Context: an optimization exercise on an open-source flow, tuned for small area and a short achievable clock period. The choices shown serve that exercise and are no tape-out recipe. The RTL was checked by simulation tests, not by an equivalence proof against the original design. Power figures rest on the tool's default switching activity, not on a simulated workload.

===== design.v =====
module add32_ks(
    input [31:0] a,
    input [31:0] b,
    output [31:0] s,
    output [31:0] po,
    output [31:0] go,
    output cout);
    wire [31:0] p = a ^ b;
    wire [31:0] g = a & b;
    assign po = p;
    assign go = g;
    wire G0 = g[1] | (p[1] & g[0]);
    wire P0 = p[1] & p[0];
    wire G1 = g[2] | (p[2] & g[1]);
    wire P1 = p[2] & p[1];
    wire G2 = g[3] | (p[3] & g[2]);
    wire P2 = p[3] & p[2];
    wire G3 = g[4] | (p[4] & g[3]);
    wire P3 = p[4] & p[3];
    wire G4 = g[5] | (p[5] & g[4]);
    wire P4 = p[5] & p[4];
    wire G5 = g[6] | (p[6] & g[5]);
    wire P5 = p[6] & p[5];
    wire G6 = g[7] | (p[7] & g[6]);
    wire P6 = p[7] & p[6];
    wire G7 = g[8] | (p[8] & g[7]);
    wire P7 = p[8] & p[7];
    wire G8 = g[9] | (p[9] & g[8]);
    wire P8 = p[9] & p[8];
    wire G9 = g[10] | (p[10] & g[9]);
    wire P9 = p[10] & p[9];
    wire G10 = g[11] | (p[11] & g[10]);
    wire P10 = p[11] & p[10];
    wire G11 = g[12] | (p[12] & g[11]);
    wire P11 = p[12] & p[11];
    wire G12 = g[13] | (p[13] & g[12]);
    wire P12 = p[13] & p[12];
    wire G13 = g[14] | (p[14] & g[13]);
    wire P13 = p[14] & p[13];
    wire G14 = g[15] | (p[15] & g[14]);
    wire P14 = p[15] & p[14];
    wire G15 = g[16] | (p[16] & g[15]);
    wire P15 = p[16] & p[15];
    wire G16 = g[17] | (p[17] & g[16]);
    wire P16 = p[17] & p[16];
    wire G17 = g[18] | (p[18] & g[17]);
    wire P17 = p[18] & p[17];
    wire G18 = g[19] | (p[19] & g[18]);
    wire P18 = p[19] & p[18];
    wire G19 = g[20] | (p[20] & g[19]);
    wire P19 = p[20] & p[19];
    wire G20 = g[21] | (p[21] & g[20]);
    wire P20 = p[21] & p[20];
    wire G21 = g[22] | (p[22] & g[21]);
    wire P21 = p[22] & p[21];
    wire G22 = g[23] | (p[23] & g[22]);
    wire P22 = p[23] & p[22];
    wire G23 = g[24] | (p[24] & g[23]);
    wire P23 = p[24] & p[23];
    wire G24 = g[25] | (p[25] & g[24]);
    wire P24 = p[25] & p[24];
    wire G25 = g[26] | (p[26] & g[25]);
    wire P25 = p[26] & p[25];
    wire G26 = g[27] | (p[27] & g[26]);
    wire P26 = p[27] & p[26];
    wire G27 = g[28] | (p[28] & g[27]);
    wire P27 = p[28] & p[27];
    wire G28 = g[29] | (p[29] & g[28]);
    wire P28 = p[29] & p[28];
    wire G29 = g[30] | (p[30] & g[29]);
    wire P29 = p[30] & p[29];
    wire G30 = g[31] | (p[31] & g[30]);
    wire P30 = p[31] & p[30];
    wire G31 = G1 | (P1 & g[0]);
    wire P31 = P1 & p[0];
    wire G32 = G2 | (P2 & G0);
    wire P32 = P2 & P0;
    wire G33 = G3 | (P3 & G1);
    wire P33 = P3 & P1;
    wire G34 = G4 | (P4 & G2);
    wire P34 = P4 & P2;
    wire G35 = G5 | (P5 & G3);
    wire P35 = P5 & P3;
    wire G36 = G6 | (P6 & G4);
    wire P36 = P6 & P4;
    wire G37 = G7 | (P7 & G5);
    wire P37 = P7 & P5;
    wire G38 = G8 | (P8 & G6);
    wire P38 = P8 & P6;
    wire G39 = G9 | (P9 & G7);
    wire P39 = P9 & P7;
    wire G40 = G10 | (P10 & G8);
    wire P40 = P10 & P8;
    wire G41 = G11 | (P11 & G9);
    wire P41 = P11 & P9;
    wire G42 = G12 | (P12 & G10);
    wire P42 = P12 & P10;
    wire G43 = G13 | (P13 & G11);
    wire P43 = P13 & P11;
    wire G44 = G14 | (P14 & G12);
    wire P44 = P14 & P12;
    wire G45 = G15 | (P15 & G13);
    wire P45 = P15 & P13;
    wire G46 = G16 | (P16 & G14);
    wire P46 = P16 & P14;
    wire G47 = G17 | (P17 & G15);
    wire P47 = P17 & P15;
    wire G48 = G18 | (P18 & G16);
    wire P48 = P18 & P16;
    wire G49 = G19 | (P19 & G17);
    wire P49 = P19 & P17;
    wire G50 = G20 | (P20 & G18);
    wire P50 = P20 & P18;
    wire G51 = G21 | (P21 & G19);
    wire P51 = P21 & P19;
    wire G52 = G22 | (P22 & G20);
    wire P52 = P22 & P20;
    wire G53 = G23 | (P23 & G21);
    wire P53 = P23 & P21;
    wire G54 = G24 | (P24 & G22);
    wire P54 = P24 & P22;
    wire G55 = G25 | (P25 & G23);
    wire P55 = P25 & P23;
    wire G56 = G26 | (P26 & G24);
    wire P56 = P26 & P24;
    wire G57 = G27 | (P27 & G25);
    wire P57 = P27 & P25;
    wire G58 = G28 | (P28 & G26);
    wire P58 = P28 & P26;
    wire G59 = G29 | (P29 & G27);
    wire P59 = P29 & P27;
    wire G60 = G30 | (P30 & G28);
    wire P60 = P30 & P28;
    wire G61 = G33 | (P33 & g[0]);
    wire P61 = P33 & p[0];
    wire G62 = G34 | (P34 & G0);
    wire P62 = P34 & P0;
    wire G63 = G35 | (P35 & G31);
    wire P63 = P35 & P31;
    wire G64 = G36 | (P36 & G32);
    wire P64 = P36 & P32;
    wire G65 = G37 | (P37 & G33);
    wire P65 = P37 & P33;
    wire G66 = G38 | (P38 & G34);
    wire P66 = P38 & P34;
    wire G67 = G39 | (P39 & G35);
    wire P67 = P39 & P35;
    wire G68 = G40 | (P40 & G36);
    wire P68 = P40 & P36;
    wire G69 = G41 | (P41 & G37);
    wire P69 = P41 & P37;
    wire G70 = G42 | (P42 & G38);
    wire P70 = P42 & P38;
    wire G71 = G43 | (P43 & G39);
    wire P71 = P43 & P39;
    wire G72 = G44 | (P44 & G40);
    wire P72 = P44 & P40;
    wire G73 = G45 | (P45 & G41);
    wire P73 = P45 & P41;
    wire G74 = G46 | (P46 & G42);
    wire P74 = P46 & P42;
    wire G75 = G47 | (P47 & G43);
    wire P75 = P47 & P43;
    wire G76 = G48 | (P48 & G44);
    wire P76 = P48 & P44;
    wire G77 = G49 | (P49 & G45);
    wire P77 = P49 & P45;
    wire G78 = G50 | (P50 & G46);
    wire P78 = P50 & P46;
    wire G79 = G51 | (P51 & G47);
    wire P79 = P51 & P47;
    wire G80 = G52 | (P52 & G48);
    wire P80 = P52 & P48;
    wire G81 = G53 | (P53 & G49);
    wire P81 = P53 & P49;
    wire G82 = G54 | (P54 & G50);
    wire P82 = P54 & P50;
    wire G83 = G55 | (P55 & G51);
    wire P83 = P55 & P51;
    wire G84 = G56 | (P56 & G52);
    wire P84 = P56 & P52;
    wire G85 = G57 | (P57 & G53);
    wire P85 = P57 & P53;
    wire G86 = G58 | (P58 & G54);
    wire P86 = P58 & P54;
    wire G87 = G59 | (P59 & G55);
    wire P87 = P59 & P55;
    wire G88 = G60 | (P60 & G56);
    wire P88 = P60 & P56;
    wire G89 = G65 | (P65 & g[0]);
    wire P89 = P65 & p[0];
    wire G90 = G66 | (P66 & G0);
    wire P90 = P66 & P0;
    wire G91 = G67 | (P67 & G31);
    wire P91 = P67 & P31;
    wire G92 = G68 | (P68 & G32);
    wire P92 = P68 & P32;
    wire G93 = G69 | (P69 & G61);
    wire P93 = P69 & P61;
    wire G94 = G70 | (P70 & G62);
    wire P94 = P70 & P62;
    wire G95 = G71 | (P71 & G63);
    wire P95 = P71 & P63;
    wire G96 = G72 | (P72 & G64);
    wire P96 = P72 & P64;
    wire G97 = G73 | (P73 & G65);
    wire P97 = P73 & P65;
    wire G98 = G74 | (P74 & G66);
    wire P98 = P74 & P66;
    wire G99 = G75 | (P75 & G67);
    wire P99 = P75 & P67;
    wire G100 = G76 | (P76 & G68);
    wire P100 = P76 & P68;
    wire G101 = G77 | (P77 & G69);
    wire P101 = P77 & P69;
    wire G102 = G78 | (P78 & G70);
    wire P102 = P78 & P70;
    wire G103 = G79 | (P79 & G71);
    wire P103 = P79 & P71;
    wire G104 = G80 | (P80 & G72);
    wire P104 = P80 & P72;
    wire G105 = G81 | (P81 & G73);
    wire P105 = P81 & P73;
    wire G106 = G82 | (P82 & G74);
    wire P106 = P82 & P74;
    wire G107 = G83 | (P83 & G75);
    wire P107 = P83 & P75;
    wire G108 = G84 | (P84 & G76);
    wire P108 = P84 & P76;
    wire G109 = G85 | (P85 & G77);
    wire P109 = P85 & P77;
    wire G110 = G86 | (P86 & G78);
    wire P110 = P86 & P78;
    wire G111 = G87 | (P87 & G79);
    wire P111 = P87 & P79;
    wire G112 = G88 | (P88 & G80);
    wire P112 = P88 & P80;
    wire G113 = G97 | (P97 & g[0]);
    wire P113 = P97 & p[0];
    wire G114 = G98 | (P98 & G0);
    wire P114 = P98 & P0;
    wire G115 = G99 | (P99 & G31);
    wire P115 = P99 & P31;
    wire G116 = G100 | (P100 & G32);
    wire P116 = P100 & P32;
    wire G117 = G101 | (P101 & G61);
    wire P117 = P101 & P61;
    wire G118 = G102 | (P102 & G62);
    wire P118 = P102 & P62;
    wire G119 = G103 | (P103 & G63);
    wire P119 = P103 & P63;
    wire G120 = G104 | (P104 & G64);
    wire P120 = P104 & P64;
    wire G121 = G105 | (P105 & G89);
    wire P121 = P105 & P89;
    wire G122 = G106 | (P106 & G90);
    wire P122 = P106 & P90;
    wire G123 = G107 | (P107 & G91);
    wire P123 = P107 & P91;
    wire G124 = G108 | (P108 & G92);
    wire P124 = P108 & P92;
    wire G125 = G109 | (P109 & G93);
    wire P125 = P109 & P93;
    wire G126 = G110 | (P110 & G94);
    wire P126 = P110 & P94;
    wire G127 = G111 | (P111 & G95);
    wire P127 = P111 & P95;
    wire G128 = G112 | (P112 & G96);
    wire P128 = P112 & P96;
    assign s[0] = p[0];
    assign s[1] = p[1] ^ g[0];
    assign s[2] = p[2] ^ G0;
    assign s[3] = p[3] ^ G31;
    assign s[4] = p[4] ^ G32;
    assign s[5] = p[5] ^ G61;
    assign s[6] = p[6] ^ G62;
    assign s[7] = p[7] ^ G63;
    assign s[8] = p[8] ^ G64;
    assign s[9] = p[9] ^ G89;
    assign s[10] = p[10] ^ G90;
    assign s[11] = p[11] ^ G91;
    assign s[12] = p[12] ^ G92;
    assign s[13] = p[13] ^ G93;
    assign s[14] = p[14] ^ G94;
    assign s[15] = p[15] ^ G95;
    assign s[16] = p[16] ^ G96;
    assign s[17] = p[17] ^ G113;
    assign s[18] = p[18] ^ G114;
    assign s[19] = p[19] ^ G115;
    assign s[20] = p[20] ^ G116;
    assign s[21] = p[21] ^ G117;
    assign s[22] = p[22] ^ G118;
    assign s[23] = p[23] ^ G119;
    assign s[24] = p[24] ^ G120;
    assign s[25] = p[25] ^ G121;
    assign s[26] = p[26] ^ G122;
    assign s[27] = p[27] ^ G123;
    assign s[28] = p[28] ^ G124;
    assign s[29] = p[29] ^ G125;
    assign s[30] = p[30] ^ G126;
    assign s[31] = p[31] ^ G127;
    assign cout = G128;
endmodule
module add32c_bk(
    input [31:0] a,
    input [31:0] b,
    input cin,
    output [31:0] s,
    output [31:0] po,
    output [31:0] go,
    output cout);
    wire [31:0] p = a ^ b;
    wire [31:0] g = a & b;
    assign po = p;
    assign go = g;
    wire G0 = g[0] | (p[0] & cin);
    wire G1 = g[2] | (p[2] & g[1]);
    wire P1 = p[2] & p[1];
    wire G2 = g[4] | (p[4] & g[3]);
    wire P2 = p[4] & p[3];
    wire G3 = g[6] | (p[6] & g[5]);
    wire P3 = p[6] & p[5];
    wire G4 = g[8] | (p[8] & g[7]);
    wire P4 = p[8] & p[7];
    wire G5 = g[10] | (p[10] & g[9]);
    wire P5 = p[10] & p[9];
    wire G6 = g[12] | (p[12] & g[11]);
    wire P6 = p[12] & p[11];
    wire G7 = g[14] | (p[14] & g[13]);
    wire P7 = p[14] & p[13];
    wire G8 = g[16] | (p[16] & g[15]);
    wire P8 = p[16] & p[15];
    wire G9 = g[18] | (p[18] & g[17]);
    wire P9 = p[18] & p[17];
    wire G10 = g[20] | (p[20] & g[19]);
    wire P10 = p[20] & p[19];
    wire G11 = g[22] | (p[22] & g[21]);
    wire P11 = p[22] & p[21];
    wire G12 = g[24] | (p[24] & g[23]);
    wire P12 = p[24] & p[23];
    wire G13 = g[26] | (p[26] & g[25]);
    wire P13 = p[26] & p[25];
    wire G14 = g[28] | (p[28] & g[27]);
    wire P14 = p[28] & p[27];
    wire G15 = g[30] | (p[30] & g[29]);
    wire P15 = p[30] & p[29];
    wire G16 = G1 | (P1 & G0);
    wire G17 = G3 | (P3 & G2);
    wire P17 = P3 & P2;
    wire G18 = G5 | (P5 & G4);
    wire P18 = P5 & P4;
    wire G19 = G7 | (P7 & G6);
    wire P19 = P7 & P6;
    wire G20 = G9 | (P9 & G8);
    wire P20 = P9 & P8;
    wire G21 = G11 | (P11 & G10);
    wire P21 = P11 & P10;
    wire G22 = G13 | (P13 & G12);
    wire P22 = P13 & P12;
    wire G23 = G15 | (P15 & G14);
    wire P23 = P15 & P14;
    wire G24 = G17 | (P17 & G16);
    wire G25 = G19 | (P19 & G18);
    wire P25 = P19 & P18;
    wire G26 = G21 | (P21 & G20);
    wire P26 = P21 & P20;
    wire G27 = G23 | (P23 & G22);
    wire P27 = P23 & P22;
    wire G28 = G25 | (P25 & G24);
    wire G29 = G27 | (P27 & G26);
    wire P29 = P27 & P26;
    wire G30 = G29 | (P29 & G28);
    wire G31 = G26 | (P26 & G28);
    wire G32 = G18 | (P18 & G24);
    wire G33 = G20 | (P20 & G28);
    wire G34 = G22 | (P22 & G31);
    wire G35 = G2 | (P2 & G16);
    wire G36 = G4 | (P4 & G24);
    wire G37 = G6 | (P6 & G32);
    wire G38 = G8 | (P8 & G28);
    wire G39 = G10 | (P10 & G33);
    wire G40 = G12 | (P12 & G31);
    wire G41 = G14 | (P14 & G34);
    wire G42 = g[1] | (p[1] & G0);
    wire G43 = g[3] | (p[3] & G16);
    wire G44 = g[5] | (p[5] & G35);
    wire G45 = g[7] | (p[7] & G24);
    wire G46 = g[9] | (p[9] & G36);
    wire G47 = g[11] | (p[11] & G32);
    wire G48 = g[13] | (p[13] & G37);
    wire G49 = g[15] | (p[15] & G28);
    wire G50 = g[17] | (p[17] & G38);
    wire G51 = g[19] | (p[19] & G33);
    wire G52 = g[21] | (p[21] & G39);
    wire G53 = g[23] | (p[23] & G31);
    wire G54 = g[25] | (p[25] & G40);
    wire G55 = g[27] | (p[27] & G34);
    wire G56 = g[29] | (p[29] & G41);
    wire G57 = g[31] | (p[31] & G30);
    assign s[0] = p[0] ^ cin;
    assign s[1] = p[1] ^ G0;
    assign s[2] = p[2] ^ G42;
    assign s[3] = p[3] ^ G16;
    assign s[4] = p[4] ^ G43;
    assign s[5] = p[5] ^ G35;
    assign s[6] = p[6] ^ G44;
    assign s[7] = p[7] ^ G24;
    assign s[8] = p[8] ^ G45;
    assign s[9] = p[9] ^ G36;
    assign s[10] = p[10] ^ G46;
    assign s[11] = p[11] ^ G32;
    assign s[12] = p[12] ^ G47;
    assign s[13] = p[13] ^ G37;
    assign s[14] = p[14] ^ G48;
    assign s[15] = p[15] ^ G28;
    assign s[16] = p[16] ^ G49;
    assign s[17] = p[17] ^ G38;
    assign s[18] = p[18] ^ G50;
    assign s[19] = p[19] ^ G33;
    assign s[20] = p[20] ^ G51;
    assign s[21] = p[21] ^ G39;
    assign s[22] = p[22] ^ G52;
    assign s[23] = p[23] ^ G31;
    assign s[24] = p[24] ^ G53;
    assign s[25] = p[25] ^ G40;
    assign s[26] = p[26] ^ G54;
    assign s[27] = p[27] ^ G34;
    assign s[28] = p[28] ^ G55;
    assign s[29] = p[29] ^ G41;
    assign s[30] = p[30] ^ G56;
    assign s[31] = p[31] ^ G30;
    assign cout = G57;
endmodule
module add31_bk(
    input [30:0] a,
    input [30:0] b,
    output [30:0] s,
    output [30:0] po,
    output [30:0] go,
    output cout);
    wire [30:0] p = a ^ b;
    wire [30:0] g = a & b;
    assign po = p;
    assign go = g;
    wire G0 = g[1] | (p[1] & g[0]);
    wire P0 = p[1] & p[0];
    wire G1 = g[3] | (p[3] & g[2]);
    wire P1 = p[3] & p[2];
    wire G2 = g[5] | (p[5] & g[4]);
    wire P2 = p[5] & p[4];
    wire G3 = g[7] | (p[7] & g[6]);
    wire P3 = p[7] & p[6];
    wire G4 = g[9] | (p[9] & g[8]);
    wire P4 = p[9] & p[8];
    wire G5 = g[11] | (p[11] & g[10]);
    wire P5 = p[11] & p[10];
    wire G6 = g[13] | (p[13] & g[12]);
    wire P6 = p[13] & p[12];
    wire G7 = g[15] | (p[15] & g[14]);
    wire P7 = p[15] & p[14];
    wire G8 = g[17] | (p[17] & g[16]);
    wire P8 = p[17] & p[16];
    wire G9 = g[19] | (p[19] & g[18]);
    wire P9 = p[19] & p[18];
    wire G10 = g[21] | (p[21] & g[20]);
    wire P10 = p[21] & p[20];
    wire G11 = g[23] | (p[23] & g[22]);
    wire P11 = p[23] & p[22];
    wire G12 = g[25] | (p[25] & g[24]);
    wire P12 = p[25] & p[24];
    wire G13 = g[27] | (p[27] & g[26]);
    wire P13 = p[27] & p[26];
    wire G14 = g[29] | (p[29] & g[28]);
    wire P14 = p[29] & p[28];
    wire G15 = G1 | (P1 & G0);
    wire P15 = P1 & P0;
    wire G16 = G3 | (P3 & G2);
    wire P16 = P3 & P2;
    wire G17 = G5 | (P5 & G4);
    wire P17 = P5 & P4;
    wire G18 = G7 | (P7 & G6);
    wire P18 = P7 & P6;
    wire G19 = G9 | (P9 & G8);
    wire P19 = P9 & P8;
    wire G20 = G11 | (P11 & G10);
    wire P20 = P11 & P10;
    wire G21 = G13 | (P13 & G12);
    wire P21 = P13 & P12;
    wire G22 = G16 | (P16 & G15);
    wire P22 = P16 & P15;
    wire G23 = G18 | (P18 & G17);
    wire P23 = P18 & P17;
    wire G24 = G20 | (P20 & G19);
    wire P24 = P20 & P19;
    wire G25 = G23 | (P23 & G22);
    wire P25 = P23 & P22;
    wire G26 = G24 | (P24 & G25);
    wire P26 = P24 & P25;
    wire G27 = G17 | (P17 & G22);
    wire P27 = P17 & P22;
    wire G28 = G19 | (P19 & G25);
    wire P28 = P19 & P25;
    wire G29 = G21 | (P21 & G26);
    wire P29 = P21 & P26;
    wire G30 = G2 | (P2 & G15);
    wire P30 = P2 & P15;
    wire G31 = G4 | (P4 & G22);
    wire P31 = P4 & P22;
    wire G32 = G6 | (P6 & G27);
    wire P32 = P6 & P27;
    wire G33 = G8 | (P8 & G25);
    wire P33 = P8 & P25;
    wire G34 = G10 | (P10 & G28);
    wire P34 = P10 & P28;
    wire G35 = G12 | (P12 & G26);
    wire P35 = P12 & P26;
    wire G36 = G14 | (P14 & G29);
    wire P36 = P14 & P29;
    wire G37 = g[2] | (p[2] & G0);
    wire P37 = p[2] & P0;
    wire G38 = g[4] | (p[4] & G15);
    wire P38 = p[4] & P15;
    wire G39 = g[6] | (p[6] & G30);
    wire P39 = p[6] & P30;
    wire G40 = g[8] | (p[8] & G22);
    wire P40 = p[8] & P22;
    wire G41 = g[10] | (p[10] & G31);
    wire P41 = p[10] & P31;
    wire G42 = g[12] | (p[12] & G27);
    wire P42 = p[12] & P27;
    wire G43 = g[14] | (p[14] & G32);
    wire P43 = p[14] & P32;
    wire G44 = g[16] | (p[16] & G25);
    wire P44 = p[16] & P25;
    wire G45 = g[18] | (p[18] & G33);
    wire P45 = p[18] & P33;
    wire G46 = g[20] | (p[20] & G28);
    wire P46 = p[20] & P28;
    wire G47 = g[22] | (p[22] & G34);
    wire P47 = p[22] & P34;
    wire G48 = g[24] | (p[24] & G26);
    wire P48 = p[24] & P26;
    wire G49 = g[26] | (p[26] & G35);
    wire P49 = p[26] & P35;
    wire G50 = g[28] | (p[28] & G29);
    wire P50 = p[28] & P29;
    wire G51 = g[30] | (p[30] & G36);
    wire P51 = p[30] & P36;
    assign s[0] = p[0];
    assign s[1] = p[1] ^ g[0];
    assign s[2] = p[2] ^ G0;
    assign s[3] = p[3] ^ G37;
    assign s[4] = p[4] ^ G15;
    assign s[5] = p[5] ^ G38;
    assign s[6] = p[6] ^ G30;
    assign s[7] = p[7] ^ G39;
    assign s[8] = p[8] ^ G22;
    assign s[9] = p[9] ^ G40;
    assign s[10] = p[10] ^ G31;
    assign s[11] = p[11] ^ G41;
    assign s[12] = p[12] ^ G27;
    assign s[13] = p[13] ^ G42;
    assign s[14] = p[14] ^ G32;
    assign s[15] = p[15] ^ G43;
    assign s[16] = p[16] ^ G25;
    assign s[17] = p[17] ^ G44;
    assign s[18] = p[18] ^ G33;
    assign s[19] = p[19] ^ G45;
    assign s[20] = p[20] ^ G28;
    assign s[21] = p[21] ^ G46;
    assign s[22] = p[22] ^ G34;
    assign s[23] = p[23] ^ G47;
    assign s[24] = p[24] ^ G26;
    assign s[25] = p[25] ^ G48;
    assign s[26] = p[26] ^ G35;
    assign s[27] = p[27] ^ G49;
    assign s[28] = p[28] ^ G29;
    assign s[29] = p[29] ^ G50;
    assign s[30] = p[30] ^ G36;
    assign cout = G51;
endmodule
module alu_addsub(
    input [31:0] x,
    input [31:0] y,
    input sub,
    output [31:0] sum,
    output [31:0] p,
    output [31:0] g,
    output eq,
    output lt,
    output ltu);
    wire cout;
    add32c_bk a(.a(x), .b(y ^ {32{sub}}), .cin(sub), .s(sum), .po(p), .go(g), .cout(cout));
    assign eq  = ~|sum;
    assign ltu = ~cout;
    assign lt  = (x[31] ^ y[31]) ? x[31] : sum[31];
endmodule
module muxi(
    input s,
    input a1,
    input a0,
    output y_n);
    assign y_n = ~(s ? a1 : a0);
endmodule
module alu_shift(
    input [31:0] x,
    input [4:0] sh,
    input left,
    input arith,
    output [31:0] sr,      
    output [31:0] sl);     
    wire fill = arith & x[31];
    wire [31:0] t0, t1, t2, t3, t4, t5;
    genvar i;
    generate
        for (i = 0; i < 32; i = i + 1) begin : g_st
            muxi m0(.s(left),  .a1(x[31-i]), .a0(x[i]), .y_n(t0[i]));
            muxi m1(.s(sh[0]), .a1(i + 1  < 32 ? t0[(i + 1) % 32]  : ~fill), .a0(t0[i]), .y_n(t1[i]));
            muxi m2(.s(sh[1]), .a1(i + 2  < 32 ? t1[(i + 2) % 32]  : fill),  .a0(t1[i]), .y_n(t2[i]));
            muxi m3(.s(sh[2]), .a1(i + 4  < 32 ? t2[(i + 4) % 32]  : ~fill), .a0(t2[i]), .y_n(t3[i]));
            muxi m4(.s(sh[3]), .a1(i + 8  < 32 ? t3[(i + 8) % 32]  : fill),  .a0(t3[i]), .y_n(t4[i]));
            muxi m5(.s(sh[4]), .a1(i + 16 < 32 ? t4[(i + 16) % 32] : ~fill), .a0(t4[i]), .y_n(t5[i]));
            assign sl[i] = t5[31-i];
        end
    endgenerate
    assign sr = t5;
endmodule
module addr_add(
    input [31:0] a,
    input [31:0] b,
    output [31:0] s);
    wire [31:0] p, g;
    wire cout;
    add32_ks u(.a(a), .b(b), .s(s), .po(p), .go(g), .cout(cout));
endmodule
module rf_hold(
    input we,
    input we_n,
    input d,
    input q,
    output y);
    assign y = (d & we) | (q & we_n);
endmodule
module rf_word(
    input clock,
    input we,
    input we_n,
    input [31:0] d,
    output reg [31:0] q);
    wire [31:0] nxt;
    genvar b;
    generate
        for (b = 0; b < 32; b = b + 1) begin : g_bit
            rf_hold h(.we(we), .we_n(we_n), .d(d[b]), .q(q[b]), .y(nxt[b]));
        end
    endgenerate
    always @(posedge clock)
        q <= nxt;
endmodule
module rf_aoi3(
    input sa,
    input sb,
    input sc,
    input a,
    input b,
    input c,
    output y_n);
    assign y_n = ~((a & sa) | (b & sb) | (c & sc));
endmodule
module rf_nand(
    input sa,
    input a,
    output y_n);
    assign y_n = ~(a & sa);
endmodule
module rf_port(
    input [4:0] addr,
    input [32*31-1:0] flat,
    output [31:0] data);
    wire [31:1] sel;
    genvar k, b;
    generate
        for (k = 1; k < 32; k = k + 1) begin : g_sel
            assign sel[k] = (addr == k);
        end
    endgenerate
    wire [32*11-1:0] t_n;
    generate
        for (b = 0; b < 32; b = b + 1) begin : g_bit
            for (k = 0; k < 10; k = k + 1) begin : g_a3
                rf_aoi3 u(.sa(sel[3*k+1]), .sb(sel[3*k+2]), .sc(sel[3*k+3]),
                          .a(flat[(3*k)*32 + b]), .b(flat[(3*k+1)*32 + b]), .c(flat[(3*k+2)*32 + b]),
                          .y_n(t_n[k*32 + b]));
            end
            rf_nand u(.sa(sel[31]), .a(flat[30*32 + b]), .y_n(t_n[10*32 + b]));
        end
    endgenerate
    function [31:0] nand_all(input [32*11-1:0] v);
        integer j;
        begin
            nand_all = 32'hffffffff;
            for (j = 0; j < 11; j = j + 1)
                nand_all = nand_all & v[j*32 +: 32];
            nand_all = ~nand_all;
        end
    endfunction
    assign data = nand_all(t_n);
endmodule
module regfile(
    input clock,
    input [4:0] rd_addr,
    input [4:0] rs1_addr,
    input [4:0] rs2_addr,
    input [31:0] w_data,
    input w_en,
    output [31:0] rs1_data,
    output [31:0] rs2_data);
    wire [32*31-1:0] flat;
    genvar i;
    generate
        for (i = 1; i < 32; i = i + 1) begin : g_reg
            wire we = w_en && (rd_addr == i);
            rf_word w(.clock(clock), .we(we), .we_n(~we), .d(w_data), .q(flat[(i-1)*32 +: 32]));
        end
    endgenerate
    rf_port p1(.addr(rs1_addr), .flat(flat), .data(rs1_data));
    rf_port p2(.addr(rs2_addr), .flat(flat), .data(rs2_data));
endmodule
module csr_unit(
    input clock,
    input [11:0] addr,
    input is_csr,
    input [2:0] f3,
    input [4:0] zimm,
    input [31:0] rs1_data,
    input [31:1] mepc,
    input ie,
    output reg [31:0] csr_r);
    reg [31:0] mscratch;
    always @(*) begin
        case (addr)
            12'h300: csr_r = {28'h0, ie, 3'b000};
            12'h304: csr_r = {20'h0, ie, 11'h000};
            12'h305: csr_r = 32'h00000500;
            12'h340: csr_r = mscratch;
            12'h341: csr_r = {mepc, 1'b0};
            12'h342: csr_r = 32'h8000000b;    
            12'h343: csr_r = 32'h0000000f;    
            default: csr_r = 32'h0;
        endcase
    end
    wire [31:0] src = f3[2] ? {27'h0, zimm} : rs1_data;
    reg  [31:0] nxt;
    always @(*) begin
        case (f3[1:0])
            2'b01: nxt = src;
            2'b10: nxt = mscratch | src;
            2'b11: nxt = mscratch & ~src;
            default: nxt = 32'h0;
        endcase
    end
    always @(posedge clock)
        if (is_csr && addr == 12'h340)
            mscratch <= nxt;
endmodule
module pc_unit(
    input clock,
    input reset,
    input int_req,
    input is_wfi,
    input is_mret,
    input take_rel,          
    input is_jalr,
    input [31:0] p_imm,
    input [31:1] jalr_t,
    output [31:0] pc,
    output [31:1] pc4,
    output [31:0] p_sum,
    output [31:1] mepc_o,
    output ie_o);
    reg [31:1] pc_q;
    reg [31:1] mepc;
    reg        ie;           
    assign pc = {pc_q, 1'b0};
    assign mepc_o = mepc;
    assign ie_o = ie;
    assign pc4 = pc_q + 31'd2;
    wire [31:1] ps, pp, pg;
    wire pco;
    add31_bk pa(.a(pc_q), .b(p_imm[31:1]), .s(ps), .po(pp), .go(pg), .cout(pco));
    assign p_sum = {ps, 1'b0};
    wire        int_take = int_req & ie;
    wire [31:1] seq_pc = take_rel ? p_sum[31:1]
                       : is_jalr ? jalr_t
                       : pc4;
    always @(posedge clock) begin
        if (reset)
            pc_q <= 31'h0;
        else if (int_take)
            pc_q <= 31'h280;
        else if (is_wfi)
            pc_q <= pc_q;
        else if (is_mret)
            pc_q <= mepc;
        else
            pc_q <= seq_pc;
        if (int_take)
            mepc <= seq_pc;
        if (reset | is_mret)
            ie <= 1'b1;
        else if (int_take)
            ie <= 1'b0;
    end
endmodule
module cpu(
    output [31:0] pc,
    input [31:0] instr,
    output [31:0] dmem_rw_addr,
    output [31:0] rs2_data,
    output dmem_w_en,
    output [2:0] funct3,
    input [31:0] dmem_r_data,
    input int_req,
    input clock,
    output reg_w_en,
    input reset
);
    wire [6:0] op = instr[6:0];
    wire [4:0] rd = instr[11:7];
    wire [2:0] f3 = instr[14:12];
    wire [4:0] rs1 = instr[19:15];
    wire [4:0] rs2 = instr[24:20];
    wire [6:0] f7 = instr[31:25];
    assign funct3 = f3;
    wire is_load   = (op == 7'b0000011);
    wire is_store  = (op == 7'b0100011);
    wire is_op     = (op == 7'b0110011);
    wire is_opimm  = (op == 7'b0010011);
    wire is_branch = (op == 7'b1100011);
    wire is_lui    = (op == 7'b0110111);
    wire is_auipc  = (op == 7'b0010111);
    wire is_jal    = (op == 7'b1101111);
    wire is_jalr   = (op == 7'b1100111);
    wire is_sys    = (op == 7'b1110011);
    wire is_csr    = is_sys & (f3 != 3'b000);
    wire is_mret   = is_sys & (f3 == 3'b000) & (f7 == 7'b0011000);
    wire is_wfi    = is_sys & (f3 == 3'b000) & (f7 == 7'b0001000);
    wire is_alu    = is_op | is_opimm;
    assign reg_w_en  = is_load | is_alu | is_lui | is_auipc | is_jal | is_jalr | is_csr;
    assign dmem_w_en = is_store;
    wire f7_zero = (f7 == 7'b0000000);
    wire f7_alt  = (f7 == 7'b0100000);
    wire sh_f3   = (f3 == 3'b001) | (f3 == 3'b101);
    wire [31:0] rs1_data;
    wire [31:0] w_data;
    regfile rf(.clock(clock), .rd_addr(rd), .rs1_addr(rs1), .rs2_addr(rs2),
               .w_data(w_data), .w_en(reg_w_en), .rs1_data(rs1_data), .rs2_data(rs2_data));
    wire [31:0] imm_i  = {{20{instr[31]}}, instr[31:20]};
    wire [31:0] imm_s  = {{20{instr[31]}}, instr[31:25], instr[11:7]};
    wire [31:0] imm_sh = {27'h0, instr[24:20]};
    wire [31:0] imm_b  = {{20{instr[31]}}, instr[7], instr[30:25], instr[11:8], 1'b0};
    wire [31:0] imm_u  = {instr[31:12], 12'h0};
    wire [31:0] imm_j  = {{12{instr[31]}}, instr[19:12], instr[20], instr[30:21], 1'b0};
    wire [31:0] a_imm = is_store ? imm_s
                      : (is_jalr & sh_f3) ? imm_sh
                      : imm_i;
    wire [31:0] a_sum;
    addr_add aa(.a(rs1_data), .b(a_imm), .s(a_sum));
    assign dmem_rw_addr = a_sum;
    wire [31:0] alu_y = (is_op | is_branch) ? rs2_data
                      : sh_f3 ? imm_sh
                      : imm_i;
    wire alu_sub = is_branch | (f3 == 3'b010) | (f3 == 3'b011) | (is_op & (f3 == 3'b000) & f7_alt);
    wire [31:0] sum, sr, sl, ap, ag;
    wire eq, lt, ltu;
    alu_addsub as(.x(rs1_data), .y(alu_y), .sub(alu_sub), .sum(sum), .p(ap), .g(ag), .eq(eq), .lt(lt), .ltu(ltu));
    alu_shift shf(.x(rs1_data), .sh(is_op ? rs2_data[4:0] : instr[24:20]),
                  .left(~f3[2]), .arith(f7_alt & f3[2]), .sr(sr), .sl(sl));
    reg br_taken;
    always @(*) begin
        case (f3)
            3'b000: br_taken = eq;
            3'b001: br_taken = ~eq;
            3'b100: br_taken = lt;
            3'b101: br_taken = ~lt;
            3'b110: br_taken = ltu;
            3'b111: br_taken = ~ltu;
            default: br_taken = 1'b0;
        endcase
        br_taken = br_taken & is_branch;
    end
    wire [31:0] p_imm = is_jal ? imm_j : is_auipc ? imm_u : imm_b;
    wire [31:1] pc4, mepc;
    wire [31:0] p_sum;
    wire ie;
    pc_unit pcu(.clock(clock), .reset(reset), .int_req(int_req), .is_wfi(is_wfi), .is_mret(is_mret),
                .take_rel(br_taken | is_jal), .is_jalr(is_jalr), .p_imm(p_imm), .jalr_t(a_sum[31:1]),
                .pc(pc), .pc4(pc4), .p_sum(p_sum), .mepc_o(mepc), .ie_o(ie));
    wire [31:0] csr_r;
    csr_unit csr(.clock(clock), .addr(instr[31:20]), .is_csr(is_csr), .f3(f3), .zimm(rs1),
                 .rs1_data(rs1_data), .mepc(mepc), .ie(ie), .csr_r(csr_r));
    wire a_add  = (f3 == 3'b000) | ((f3 == 3'b101) & ~f7_zero & ~f7_alt);
    wire s_sum  = is_alu & a_add;
    wire s_sl   = is_alu & (f3 == 3'b001);
    wire s_slt  = is_alu & (f3 == 3'b010);
    wire s_sltu = is_alu & (f3 == 3'b011);
    wire s_xor  = is_alu & (f3 == 3'b100);
    wire s_sr   = is_alu & (f3 == 3'b101) & ~a_add;
    wire s_or   = is_alu & (f3 == 3'b110);
    wire s_and  = is_alu & (f3 == 3'b111);
    wire s_link = is_jal | is_jalr;
    assign w_data = ({32{is_load}}  & dmem_r_data)
                  | ({32{s_sum}}    & sum)
                  | ({32{s_sl}}     & sl)
                  | ({32{s_sr}}     & sr)
                  | ({32{s_xor}}    & ap)
                  | ({32{s_or}}     & (ap | ag))
                  | ({32{s_and}}    & ag)
                  | {31'h0, (s_slt & lt) | (s_sltu & ltu)}
                  | ({32{is_lui}}   & imm_u)
                  | ({32{is_auipc}} & p_sum)
                  | ({32{s_link}}   & {pc4, 1'b0})
                  | ({32{is_csr}}   & csr_r);
endmodule

===== run.sh =====
#!/bin/bash
# synth_recipe.tcl (not shown) runs the flow's synth.tcl, then flattens the netlist and writes it again
# the make line also repeats each setting of config.mk as NAME=value (left out here)
make -C /OpenROAD-flow-scripts/flow DESIGN_CONFIG=/design/flow/config.mk WORK_HOME=/design/flow/orfs CLKGATE_MAP_FILE= SYNTH_SCRIPT=/design/flow/synth_recipe.tcl finish

===== config.mk =====
export PLATFORM = sky130hd
export DESIGN_NAME = cpu
export DESIGN_NICKNAME = cpu
export VERILOG_FILES = /design/flow/design.v
export SDC_FILE = /design/flow/constraint.sdc
export NUM_CORES = 4
export LEC_CHECK = 0
export CAP_MARGIN = 20
export CORE_MARGIN = 2
export CORE_UTILIZATION = 50
export CTS_BUF_LIST = sky130_fd_sc_hd__clkbuf_8
export SETUP_SLACK_MARGIN = 5
export SLEW_MARGIN = 20
export SYNTH_HIERARCHICAL = 1
export SYNTH_MINIMUM_KEEP_SIZE = 0

===== constraint.sdc =====
create_clock -name core_clock -period 15.0 [get_ports {clock}]
set_input_delay 3.0000 -clock core_clock [delete_from_list [all_inputs] [get_ports {clock}]]
set_output_delay 3.0000 -clock core_clock [all_outputs]
set_load 0.01 [all_outputs]

==> summary.txt <==
-- state kept, by name, summed over array words and instances (netlist names) --
name          cells
csr.mscratch     32
pcu.ie            1
pcu.mepc         31
pcu.pc_q         31
rf.g.w.q        992
-- worst max-delay path by stage --
stage,cells past startpoint,endpoint,from
6_report,19,dmem_rw_addr[30],instr[15]
5_1_grt,18,dmem_rw_addr[22],instr[15]
4_1_cts,20,dmem_rw_addr[29],instr[15]
3_5_place_dp,29,pcu.mepc[18]$_DFFE_PP_,instr[23]
3_3_place_gp,31,pcu.mepc[18]$_DFFE_PP_,instr[23]
2_1_floorplan,15,dmem_rw_addr[31],instr[15]
-- critical path, stage by stage --
cell	delay (ps)
buf_12	130
buf_12	140
or3b_4	320
nor3_4	70
buf_12	170
buf_4	160
a222oi_1	530
nand4_1	570
or3_4	670
ha_4	320
a21oi_1	230
o21ai_1	170
a21oi_2	160
o21bai_2	100
o31ai_4	280
o22ai_2	150
or4b_1	490
nand3_2	100
clkdlybuf4s15_2	220
-- power by group through the flow --
stage                     Clock (mW)  Combinational (mW)  Sequential (mW)
after floorplan                    0               0.259             3.03
after global placement             0               0.469             3.04
after detailed placement           0               0.470             3.04
after CTS                       2.79               0.535             2.98
after global routing            2.93               0.608             2.98
final                           2.81               0.609             2.98
-- layout by cell type, fill, tap and decap left out, drive strengths merged, types with 28 or more instances in the layout --
cell type / count
a21o: 68
nor2: 149
ha: 95
o22ai: 48
or3: 70
mux2i: 221
nor3b: 28
nand2: 288
o21ai: 77
nor3: 49
clkdlybuf4s50: 125
a21oi: 109
nand3: 127
clkbuf: 236
dfxtp: 1024
inv: 123
edfxtp: 63
buf: 461
clkinv: 31
xnor2: 40
a22oi: 57
xor2: 80
fa: 34
a22o: 1016
a222oi: 662
nand4: 155
nand2b: 61
-- metal layers --
layer	vias to the layer above	part of all wire	track usage	wire length (µm)
met5	-	0.0015	0.00564	457
met4	46	0.090	0.355	27500
met3	1428	0.18	0.254	55000
met2	6133	0.38	0.702	117000
met1	28700	0.35	0.650	106000
li1	23300	-	-	-
-- final cells by class --
cell class / count / area share
Multi-Input combinational cell: 3776 / 0.492
Tap cell: 1403 / 0.0262
Sequential cell: 1087 / 0.334
Inverter: 67 / 0.00381
Timing Repair Buffer: 605 / 0.0862
Clock buffer: 229 / 0.0471
Clock inverter: 99 / 0.0101
Antenna cell: 10 / 0.000374
-- timing repair --
| item | CTS | global route |
|---|---|---|
| buffers inserted | 181 | 72 |
| pin swaps | 171 | 178 |
| gates cloned | 23 | 3 |
| hold buffers | 0 | 0 |
| endpoints found under the setup margin | 437 | 141 |
| resized for setup | 366 | 163 |
==> flow_summary.yaml <==
timing:
  slew_violations: 0
  skew_ps: 46.9
  fin_crit_sh: 0.737
  worstMarginPinSlew_ps: 1310
  setup_tns_ps: 0
  rsz0062_at_grt: "true"
  timing.fmax_mhz: 90.5
  relSlewSlack: 0.127
  timing.final.crit_period_ps: 11050
  fin_hold_ws_ps: 501
  worst_slack_ps: 3950
  finalHoldViolCount: 0
  setup_viol: 0
routing:
  wl_um: 306000
  first_pass_iters: 17
  wire_per_inst_um: 42.0
  drt_first_iter_violations: 16100
  vias: 59600
  via_per_inst: 8.19
  drc: 0
  ant_nets: 0
power_and_ir_drop:
  seqPwrFrac: 0.466
  comb_power_share: 0.095
  switching_share: 0.273
  vdd_drop_max_v: 0.0000902
  p_total_mw: 6.40
  p_int_mw: 4.66
  power.density_nw_per_um2: 95.6
  cellLeakagePower_nw: 25.9
  netSwitchingPower_mw: 1.75
  clkPwrFrac: 0.439
final_layout:
  finalInstanceArea_um2: 67000
  post-route-util: 0.626
  fillCellCount: 8850
  register_area_um2: 22400
  syn2layout_area_growth_pct: 24.1
  final_net_count: 5915
  multi_input_area_um2: 32900
  drive_above_1_share: 0.195
  layoutNonFillerInstCount: 7276
setup_path:
  cp_data_arrival_time_ps: 8050
  cp_max_fo: 8
  crit_type: "input pin to output pin"
  r2r_slack_ps: 7440
  rr_startpoint: "rf.g_reg[16].w.q[20]$_DFF_P_"
  startpoint_type: "input pin"
  cp.required_ps: 12000
  cp-end-kind: "output pin"
  rr_worst_depth: 28
  r2r-end: "pcu.pc_q[2]$_SDFFE_PP0N_"
worst_hold_path:
  hold_depth: 1
  hold_end: "rf.g_reg[1].w.q[16]$_DFF_P_"
  min_from: "rf.g_reg[1].w.q[16]$_DFF_P_"
  hp-class: "register to register"
run:
  maxCapViolCount: 0
floorplanning:
  fp.coreArea_um2: 107000
  initial_utilization: 0.504
  die_area_um2: 111000
  die_h_um: 332
  dieWidth_um: 332
  num_io_pins: 168
  placementRows: 120
yosys:
  yosysWarnings: 11
  syn_area_per_cell_um2: 10.6
  netlist_area_um2: 53900
  syn_inst: 5077
placed_design:
  io_buffer_count: 166
  gp_congestion: 1.10
  place_area_um2: 58600
  pre_cts_slack_ps: 1850
  place_inst: 6653
  hpwlAfterDp_um: 189000
clock_tree:
  htreeDepth: 4
  cts.path.max_buffers: 3
  clkTransAtPathRegs_ps: 60
  cts_tree: "done"
  worstSkewPairLatency_ps: 910
  clkSinkCount: 1087
  clockRootBuffer: "clkbuf_8"
  cts_buffers: 182
grt:
  grt_usage: 0.522
  grt_max_degree: 55
  grt_pass1_wl_um: 418000
  grt_pass1_vias: 53100
  grt_remaining_overflow: 0
  antenna_found_initial: 37
run_status:
  status: "timing/DRC/antenna clean"

-- port drivers added, routing unchanged --
The flow's constraints put no driver on any port. The routed layout listed below was extracted and timed again, unchanged, in two steps.
Step 1 sets driving cells, clkbuf_16 on the clock port and buf_2 on the other inputs (assumed; they add their load-dependent delay and slew).
Step 2 moves the port delays by t, midway between the first and last clock arrival at a register: inputs arrive t later, outputs are due t later. That takes back most of the time a late clock gives input paths.
Slacks: ideal ports / drivers / drivers and shift; pairs: ideal ports / drivers.
t, ns: 0.966
slack for setup (ns): 3.951 / 3.904 / 3.798
slew at the worst register clock pin (ns): 0.09 / 0.09
worst slew at a driven data input, ns: 0.11
After both steps setup and hold are still met in this run. The setup slack of this run moves by -0.047 ns with the drivers and by -0.153 ns with both steps.
